Background: an optimization exercise with open tools, aiming at a short achievable clock period and few clock cycles. Do not read the settings as production practice. In this exercise RTL edits were held to simulation tests only and were not proved equivalent to the original.

==> inputs of run a <==
Design Interface, start of the top module:
module Interface(
clk,rst,imem_addr,imem_rdata,dmem_addr,dmem_wdata,dmem_we,dmem_rdata,halted,epc
);
Settings: LEC_CHECK=0, CAP_MARGIN=20, CORE_MARGIN=2, CORE_UTILIZATION=40, SETUP_SLACK_MARGIN=5, SLEW_MARGIN=20; clock period 28.0 ns.
standard.sh (not shown) runs the stock make flow with config.mk's settings and CLKGATE_MAP_FILE= SYNTH_SCRIPT=/design/flow/synth_recipe.tcl, a recipe that flattens the netlist after the stock synthesis.
==> flow/flow/run.sh <==
#!/bin/bash
# The standard layout, with the timing repairs aimed at a much shorter
# period than the 28 ns constraint (which the design meets many times over):
# a setup margin of MARGIN ns makes repair_timing work until every path has
# that much slack. The constraints themselves are unchanged.
set -euo pipefail
MARGIN=21.5
bash standard.sh SETUP_SLACK_MARGIN=$MARGIN finish > standard_flow.log 2>&1
==> run b (differences from run a) <==
--- a/flow/design.v
+++ b/flow/design.v
@@ -2695,12 +2695,13 @@
 	reg		v_d;		 
 	reg		halt_q;
 	reg [31:0]	epc_q;
 	reg		w_alu, w_ld, w_mul;	 
 	reg [4:0]	w_rd;
 	reg [31:0]	w_oh;		 
+	reg		w_kill;		 
 	reg [31:0]	w_res;
 	reg		m_we;		 
 	reg [4:0]	m_addr;
 	reg [31:0]	m_wdata;
 	reg [1:0]	x_st;		 
 	reg [31:0]	x_a, x_b;	 
@@ -2720,17 +2721,17 @@
 			reg [31:0] q;
 			assign rf[g] = q;
 			if (g >= 16 && g <= 21) begin: with_reset
 				always @(posedge clk or negedge rst)
 					if (!rst)
 						q <= g - 16;
-					else if (w_oh[g])
+					else if (w_oh[g] & !w_kill)
 						q <= wd;
 			end else begin: no_reset
 				always @(posedge clk)
-					if (w_oh[g])
+					if (w_oh[g] & !w_kill)
 						q <= wd;
 			end
 		end
 	endgenerate
 	reg [31:0]	a_rf, b_rf;
 	integer i;
@@ -2773,32 +2774,29 @@
 	wire		ovf_add = (a[31] == y[31]) & (sum[31] != a[31]);
 	wire [31:0]	dif = a + ~b + 32'd1;
 	wire		bc31 = (b[30:0] == 31'd0) ? b[31] : ~b[31];
 	wire		ovf_sub = (a[31] == bc31) & (dif[31] != a[31]);
 	wire		ltu = a < b;
 	wire		eq  = a == b;
-	wire [31:0]	an = a ^ {32{a[31]}};
-	wire [31:0]	bn = b ^ {32{b[31]}};
+	wire [31:0]	am = a[31] ? -a : a;
+	wire [31:0]	bm = b[31] ? -b : b;
 	wire [31:0]	ta, tb;		 
 	genvar k;
 	generate
 		for (k = 0; k < 32; k = k + 1) begin: smear
-			assign ta[k] = |an[31:k];
-			assign tb[k] = |bn[31:k];
+			assign ta[k] = |am[31:k];
+			assign tb[k] = |bm[31:k];
 		end
 	endgenerate
-	wire [30:0]	t32, t33;
+	wire [31:0]	t33;
 	generate
-		for (k = 0; k < 31; k = k + 1) begin: pairs
-			assign t32[k] = ta[k] & tb[30-k];
+		for (k = 0; k < 32; k = k + 1) begin: pairs
 			assign t33[k] = ta[k] & tb[31-k];
 		end
 	endgenerate
-	wire		ge32 = |t32;
-	wire		ge33 = |t33;
-	wire		mul_sure = !ge32 | (!ge33 & !(a[31] & b[31]));
+	wire		mul_sure = !(|t33);
 	wire [33:0]	x_mid = {2'b00, x_lh} + {2'b00, x_hl} + {18'd0, x_ll[31:16]};
 	wire		x_ovf = (x_hh != 32'd0) | (x_mid[33:16] != 18'd0);
 	wire		haz = (w_ld | w_mul) & ((use_rs & (w_rd == rs)) | (use_rt & (w_rd == rt)));
 	wire		stall = v_d & haz;
 	wire		replay = v_d & !haz & f_mul & !mul_sure & (x_st != 2'd2);
 	wire		fault =
@@ -2825,19 +2823,20 @@
 			w_alu <= 1'b0;
 			w_ld  <= 1'b0;
 			w_mul <= 1'b0;
 			w_oh  <= 32'd0;
 			m_we  <= 1'b0;
 		end else begin
-			w_alu <= commit & wr_alu;
-			w_ld  <= commit & is_lw;
-			w_mul <= commit & f_mul;
-			w_oh  <= (commit & wr_any) ? (32'd1 << dst) : 32'd0;
+			w_alu <= go & wr_alu;
+			w_ld  <= go & is_lw;
+			w_mul <= go & f_mul;
+			w_oh  <= (go & wr_any) ? (32'd1 << dst) : 32'd0;
 			m_we  <= commit & is_sw;
 		end
 	always @(posedge clk) begin
+		w_kill  <= fault;
 		w_rd    <= dst;
 		w_res   <= res;
 		m_addr  <= sum[6:2];
 		m_wdata <= b;
 	end
 	always @(posedge clk or negedge rst)
@@ -2846,30 +2845,33 @@
 		else if (replay | x_st == 2'd1)
 			x_st <= x_st + 2'd1;
 		else if (go)
 			x_st <= 2'd0;
 	always @(posedge clk) begin
 		if (x_st == 2'd0) begin
-			x_a <= a[31] ? -a : a;
-			x_b <= b[31] ? -b : b;
+			x_a <= am;
+			x_b <= bm;
 		end
 		x_ll <= p_ll;
 		x_lh <= p_lh;
 		x_hl <= p_hl;
 		x_hh <= p_hh;
 	end
 	wire [31:0]	p_ll, p_lh, p_hl, p_hh;
 	mul16x16 m_ll(.a(x_a[15:0]),  .b(x_b[15:0]),  .p(p_ll));
 	mul16x16 m_lh(.a(x_a[15:0]),  .b(x_b[31:16]), .p(p_lh));
 	mul16x16 m_hl(.a(x_a[31:16]), .b(x_b[15:0]),  .p(p_hl));
 	mul16x16 m_hh(.a(x_a[31:16]), .b(x_b[31:16]), .p(p_hh));
-	wire [31:0]	pc4_f = pc_f + 32'd4;
-	wire		fj = imem_rdata[31:26] == 6'b000010;
-	wire [31:0]	fj_tgt = {pc4_f[31:28], imem_rdata[25:0], 2'b00};
+	wire [31:0]	pc4_f;
+	wire [24:0]	hi, hi_p1, hi_m1;
+	pc_plus pcp(.pc(pc_f), .pc4(pc4_f), .hi(hi), .hi_p1(hi_p1), .hi_m1(hi_m1));
+	wire [31:0]	f_next;
+	fetch_next fnx(.ins(imem_rdata), .pc4(pc4_f), .hi(hi), .hi_p1(hi_p1), .hi_m1(hi_m1), .next(f_next));
 	wire [31:0]	br_tgt = pc_d + 32'd4 + {simm[29:0], 2'b00};
-	wire		redirect = go & is_beq & eq;
+	wire		d_short = (ir[15:4] == 12'd0) | (ir[15:4] == 12'hfff);
+	wire		redirect = go & is_beq & eq & !((rs == rt) & d_short);
 	always @(posedge clk or negedge rst)
 		if (!rst) begin
 			pc_f   <= 32'd0;
 			v_d    <= 1'b0;
 			halt_q <= 1'b0;
 		end else begin
@@ -2877,21 +2879,47 @@
 				halt_q <= 1'b1;
 			if (redirect)
 				pc_f <= br_tgt;
 			else if (replay)
 				pc_f <= pc_d;
 			else if (!stall)
-				pc_f <= fj ? fj_tgt : pc4_f;
+				pc_f <= f_next;
 			if (!stall)
 				v_d <= !halt_q & !flt & !redirect & !replay;
 		end
 	always @(posedge clk) begin
 		if (!stall) begin
 			ir    <= imem_rdata;
 			rs_oh <= 32'd1 << imem_rdata[25:21];
 			rt_oh <= 32'd1 << imem_rdata[20:16];
 			pc_d  <= pc_f;
 		end
-		if (!halt_q)
-			epc_q <= pc_d;
 	end
+	always @(posedge clk or negedge rst)
+		if (!rst)
+			epc_q <= 32'd0;
+		else if (!halt_q)
+			epc_q <= pc_d;
+endmodule
+module pc_plus(pc, pc4, hi, hi_p1, hi_m1);
+	input  [31:0]	pc;
+	output [31:0]	pc4;
+	output [24:0]	hi, hi_p1, hi_m1;
+	assign pc4   = pc + 32'd4;
+	assign hi    = pc4[31:7];
+	assign hi_p1 = hi + 25'd1;
+	assign hi_m1 = hi - 25'd1;
+endmodule
+module fetch_next(ins, pc4, hi, hi_p1, hi_m1, next);
+	input  [31:0]	ins, pc4;
+	input  [24:0]	hi, hi_p1, hi_m1;
+	output [31:0]	next;
+	wire		fj = ins[31:26] == 6'b000010;
+	wire		f_short = (ins[15:4] == 12'd0) | (ins[15:4] == 12'hfff);
+	wire		fb = (ins[31:26] == 6'b000100) & (ins[25:21] == ins[20:16]) & f_short;
+	wire [5:0]	lo = {1'b0, pc4[6:2]} + {1'b0, ins[4:0]};
+	wire [31:0]	fj_tgt = {pc4[31:28], ins[25:0], 2'b00};
+	wire [31:0]	fb_c0 = {ins[4] ? hi_m1 : hi, lo[4:0], 2'b00};
+	wire [31:0]	fb_c1 = {ins[4] ? hi : hi_p1, lo[4:0], 2'b00};
+	wire [31:0]	fb_tgt = lo[5] ? fb_c1 : fb_c0;
+	assign next = fj ? fj_tgt : fb ? fb_tgt : pc4;
 endmodule
==> flow/flow/run.sh (replaced) <==
#!/bin/bash
# The standard layout, with the timing repairs aimed at a much shorter
# period than the 28 ns constraint (which the design meets many times over):
# a setup margin of MARGIN ns makes repair_timing work until every path has
# that much slack. Resizing may change a cell's footprint, and the port
# buffers are buf_6 cells. The constraints themselves are unchanged.
set -euo pipefail
MARGIN=21.5
bash standard.sh SETUP_SLACK_MARGIN=$MARGIN MATCH_CELL_FOOTPRINT=0 \
	"BUFFER_PORTS_ARGS=-buffer_cell sky130_fd_sc_hd__buf_6" \
	finish > standard_flow.log 2>&1
- CORE_UTILIZATION: 40 -> 50
- PLACE_DENSITY: not set -> 0.64
- SYNTH_HIERARCHICAL: not set -> 1
==> run c (differences from run a) <==
--- a/flow/design.v
+++ b/flow/design.v
@@ -2695,12 +2695,13 @@
 	reg		v_d;		 
 	reg		halt_q;
 	reg [31:0]	epc_q;
 	reg		w_alu, w_ld, w_mul;	 
 	reg [4:0]	w_rd;
 	reg [31:0]	w_oh;		 
+	reg		w_kill;		 
 	reg [31:0]	w_res;
 	reg		m_we;		 
 	reg [4:0]	m_addr;
 	reg [31:0]	m_wdata;
 	reg [1:0]	x_st;		 
 	reg [31:0]	x_a, x_b;	 
@@ -2720,17 +2721,17 @@
 			reg [31:0] q;
 			assign rf[g] = q;
 			if (g >= 16 && g <= 21) begin: with_reset
 				always @(posedge clk or negedge rst)
 					if (!rst)
 						q <= g - 16;
-					else if (w_oh[g])
+					else if (w_oh[g] & !w_kill)
 						q <= wd;
 			end else begin: no_reset
 				always @(posedge clk)
-					if (w_oh[g])
+					if (w_oh[g] & !w_kill)
 						q <= wd;
 			end
 		end
 	endgenerate
 	reg [31:0]	a_rf, b_rf;
 	integer i;
@@ -2773,32 +2774,29 @@
 	wire		ovf_add = (a[31] == y[31]) & (sum[31] != a[31]);
 	wire [31:0]	dif = a + ~b + 32'd1;
 	wire		bc31 = (b[30:0] == 31'd0) ? b[31] : ~b[31];
 	wire		ovf_sub = (a[31] == bc31) & (dif[31] != a[31]);
 	wire		ltu = a < b;
 	wire		eq  = a == b;
-	wire [31:0]	an = a ^ {32{a[31]}};
-	wire [31:0]	bn = b ^ {32{b[31]}};
+	wire [31:0]	am = a[31] ? -a : a;
+	wire [31:0]	bm = b[31] ? -b : b;
 	wire [31:0]	ta, tb;		 
 	genvar k;
 	generate
 		for (k = 0; k < 32; k = k + 1) begin: smear
-			assign ta[k] = |an[31:k];
-			assign tb[k] = |bn[31:k];
+			assign ta[k] = |am[31:k];
+			assign tb[k] = |bm[31:k];
 		end
 	endgenerate
-	wire [30:0]	t32, t33;
+	wire [31:0]	t33;
 	generate
-		for (k = 0; k < 31; k = k + 1) begin: pairs
-			assign t32[k] = ta[k] & tb[30-k];
+		for (k = 0; k < 32; k = k + 1) begin: pairs
 			assign t33[k] = ta[k] & tb[31-k];
 		end
 	endgenerate
-	wire		ge32 = |t32;
-	wire		ge33 = |t33;
-	wire		mul_sure = !ge32 | (!ge33 & !(a[31] & b[31]));
+	wire		mul_sure = !(|t33);
 	wire [33:0]	x_mid = {2'b00, x_lh} + {2'b00, x_hl} + {18'd0, x_ll[31:16]};
 	wire		x_ovf = (x_hh != 32'd0) | (x_mid[33:16] != 18'd0);
 	wire		haz = (w_ld | w_mul) & ((use_rs & (w_rd == rs)) | (use_rt & (w_rd == rt)));
 	wire		stall = v_d & haz;
 	wire		replay = v_d & !haz & f_mul & !mul_sure & (x_st != 2'd2);
 	wire		fault =
@@ -2825,19 +2823,20 @@
 			w_alu <= 1'b0;
 			w_ld  <= 1'b0;
 			w_mul <= 1'b0;
 			w_oh  <= 32'd0;
 			m_we  <= 1'b0;
 		end else begin
-			w_alu <= commit & wr_alu;
-			w_ld  <= commit & is_lw;
-			w_mul <= commit & f_mul;
-			w_oh  <= (commit & wr_any) ? (32'd1 << dst) : 32'd0;
+			w_alu <= go & wr_alu;
+			w_ld  <= go & is_lw;
+			w_mul <= go & f_mul;
+			w_oh  <= (go & wr_any) ? (32'd1 << dst) : 32'd0;
 			m_we  <= commit & is_sw;
 		end
 	always @(posedge clk) begin
+		w_kill  <= fault;
 		w_rd    <= dst;
 		w_res   <= res;
 		m_addr  <= sum[6:2];
 		m_wdata <= b;
 	end
 	always @(posedge clk or negedge rst)
@@ -2846,30 +2845,33 @@
 		else if (replay | x_st == 2'd1)
 			x_st <= x_st + 2'd1;
 		else if (go)
 			x_st <= 2'd0;
 	always @(posedge clk) begin
 		if (x_st == 2'd0) begin
-			x_a <= a[31] ? -a : a;
-			x_b <= b[31] ? -b : b;
+			x_a <= am;
+			x_b <= bm;
 		end
 		x_ll <= p_ll;
 		x_lh <= p_lh;
 		x_hl <= p_hl;
 		x_hh <= p_hh;
 	end
 	wire [31:0]	p_ll, p_lh, p_hl, p_hh;
 	mul16x16 m_ll(.a(x_a[15:0]),  .b(x_b[15:0]),  .p(p_ll));
 	mul16x16 m_lh(.a(x_a[15:0]),  .b(x_b[31:16]), .p(p_lh));
 	mul16x16 m_hl(.a(x_a[31:16]), .b(x_b[15:0]),  .p(p_hl));
 	mul16x16 m_hh(.a(x_a[31:16]), .b(x_b[31:16]), .p(p_hh));
-	wire [31:0]	pc4_f = pc_f + 32'd4;
-	wire		fj = imem_rdata[31:26] == 6'b000010;
-	wire [31:0]	fj_tgt = {pc4_f[31:28], imem_rdata[25:0], 2'b00};
+	wire [31:0]	pc4_f;
+	wire [24:0]	hi, hi_p1, hi_m1;
+	pc_plus pcp(.pc(pc_f), .pc4(pc4_f), .hi(hi), .hi_p1(hi_p1), .hi_m1(hi_m1));
+	wire [31:0]	f_next;
+	fetch_next fnx(.ins(imem_rdata), .pc4(pc4_f), .hi(hi), .hi_p1(hi_p1), .hi_m1(hi_m1), .next(f_next));
 	wire [31:0]	br_tgt = pc_d + 32'd4 + {simm[29:0], 2'b00};
-	wire		redirect = go & is_beq & eq;
+	wire		d_short = (ir[15:4] == 12'd0) | (ir[15:4] == 12'hfff);
+	wire		redirect = go & is_beq & eq & !((rs == rt) & d_short);
 	always @(posedge clk or negedge rst)
 		if (!rst) begin
 			pc_f   <= 32'd0;
 			v_d    <= 1'b0;
 			halt_q <= 1'b0;
 		end else begin
@@ -2877,21 +2879,47 @@
 				halt_q <= 1'b1;
 			if (redirect)
 				pc_f <= br_tgt;
 			else if (replay)
 				pc_f <= pc_d;
 			else if (!stall)
-				pc_f <= fj ? fj_tgt : pc4_f;
+				pc_f <= f_next;
 			if (!stall)
 				v_d <= !halt_q & !flt & !redirect & !replay;
 		end
 	always @(posedge clk) begin
 		if (!stall) begin
 			ir    <= imem_rdata;
 			rs_oh <= 32'd1 << imem_rdata[25:21];
 			rt_oh <= 32'd1 << imem_rdata[20:16];
 			pc_d  <= pc_f;
 		end
-		if (!halt_q)
-			epc_q <= pc_d;
 	end
+	always @(posedge clk or negedge rst)
+		if (!rst)
+			epc_q <= 32'd0;
+		else if (!halt_q)
+			epc_q <= pc_d;
+endmodule
+module pc_plus(pc, pc4, hi, hi_p1, hi_m1);
+	input  [31:0]	pc;
+	output [31:0]	pc4;
+	output [24:0]	hi, hi_p1, hi_m1;
+	assign pc4   = pc + 32'd4;
+	assign hi    = pc4[31:7];
+	assign hi_p1 = hi + 25'd1;
+	assign hi_m1 = hi - 25'd1;
+endmodule
+module fetch_next(ins, pc4, hi, hi_p1, hi_m1, next);
+	input  [31:0]	ins, pc4;
+	input  [24:0]	hi, hi_p1, hi_m1;
+	output [31:0]	next;
+	wire		fj = ins[31:26] == 6'b000010;
+	wire		f_short = (ins[15:4] == 12'd0) | (ins[15:4] == 12'hfff);
+	wire		fb = (ins[31:26] == 6'b000100) & (ins[25:21] == ins[20:16]) & f_short;
+	wire [5:0]	lo = {1'b0, pc4[6:2]} + {1'b0, ins[4:0]};
+	wire [31:0]	fj_tgt = {pc4[31:28], ins[25:0], 2'b00};
+	wire [31:0]	fb_c0 = {ins[4] ? hi_m1 : hi, lo[4:0], 2'b00};
+	wire [31:0]	fb_c1 = {ins[4] ? hi : hi_p1, lo[4:0], 2'b00};
+	wire [31:0]	fb_tgt = lo[5] ? fb_c1 : fb_c0;
+	assign next = fj ? fj_tgt : fb ? fb_tgt : pc4;
 endmodule
==> flow/flow/run.sh (replaced) <==
#!/bin/bash
# The standard layout, with the timing repairs aimed at a much shorter
# period than the 28 ns constraint (which the design meets many times over):
# a setup margin of MARGIN ns makes repair_timing work until every path has
# that much slack. Resizing may change a cell's footprint, and the port
# buffers are buf_6 cells. The constraints themselves are unchanged.
set -euo pipefail
MARGIN=21.5
bash standard.sh SETUP_SLACK_MARGIN=$MARGIN MATCH_CELL_FOOTPRINT=0 \
	"BUFFER_PORTS_ARGS=-buffer_cell sky130_fd_sc_hd__buf_6" \
	finish > standard_flow.log 2>&1
- CORE_UTILIZATION: 40 -> 45
- PLACE_DENSITY: not set -> 0.6
- SYNTH_HIERARCHICAL: not set -> 1
==> run notes <==
The run finished with no timing, DRC or antenna violations. The met3 usage is 11.1%. The placement row count came out at 202. The complex-gate fraction of the synthesized area is 11.5%.

The final worst slack is 20930 ps. The routed wire length per instance is 32.3 um. The peak clock frequency supported by timing came out at 141 MHz. The ratio of final minimum period to clock period came out at 25.3%.
[end of results for run a]
==> run notes <==
The ratio of final minimum period to clock period is roughly a quarter. For met3 alone, demand over resource in global routing was 16.0%. The clock tree from TritonCTS is built. The final RePlAce weighted congestion is 1.05. The final worst slack is about 21000 ps. For this run, the top clock speed supported by timing is 140 MHz.

The standard cell with the maximum stage delay on the critical path is dfrtp_2. Setup violations remaining at the end of the flow were counted as 0. The first-pass GRT wire length is ~760000 um. The multi-input combinational cells in the finished layout cover a total of between 70000 and 80000 um2. The count of yosys warnings during synthesis is 8. The share of the core filled with cells came out at 56.7%.

The placement row count is 184. The flow ran to the end and the layout has no timing, DRC or antenna violations.
[end of results for run b]
==> run notes <==
The run finished with no timing, DRC or antenna violations. The buffer depth of the longest clock path is 4. The cell depth of the worst setup path is 1. The peak clock frequency supported by timing came out at 141 MHz.

The count of TritonRoute iterations in the first routing pass is 14. The root buffer cell chosen for the clock tree is clkbuf_16. The routed wire length per instance came out at between 30 and 40 um. The met3 usage is 14.4%. In this run the core area contains 194 standard-cell rows. The ratio of final minimum period to clock period came out at 25.3%. Once placement completed, the tool counted placed cells totaling 15753.

The final worst slack is 20900 ps.
[end of results for run c]
Testbench counts of run a, summed over its fixed seeds: cycles 28,740.
Testbench counts of run b, summed over its fixed seeds: cycles 27,839.
Testbench counts of run c, summed over its fixed seeds: cycles 27,839.

## re-timing with driven ports
Ports are ideal in the flow. The routed layouts listed here were re-timed in OpenROAD.
Step 1 sets driving cells, clkbuf_16 on the clock port and buf_2 on the other inputs (assumed; they add their load-dependent delay and slew).
Step 2 adds t to the input delays and takes it off the output delays; t is the mean of the earliest and latest rising clock arrival at the registers after step 1. Input paths then give back, and output paths get back, about the clock's delay inside the block.
Three values: ideal ports, drivers, drivers and shift; two values: the first two.
run | t, ns | slack for setup (ns) | worst setup path at the end | latest minus earliest clock arrival (ns) | worst register clock-pin slew, ns
run a | 0.979 | 20.928 / 20.821 / 20.520 | input to register | 0.119 / 0.119 | 0.07 / 0.07
run b | 0.985 | 20.867 / 20.757 / 19.984 | input to register | 0.125 / 0.124 | 0.07 / 0.07
run c | 0.985 | 20.904 / 20.793 / 20.000 | input to register | 0.146 / 0.146 | 0.08 / 0.08
After both steps every run listed still meets setup and hold. For run c, which loses most, drivers alone change the setup slack by -0.111 ns; drivers and shift together by -0.904 ns.
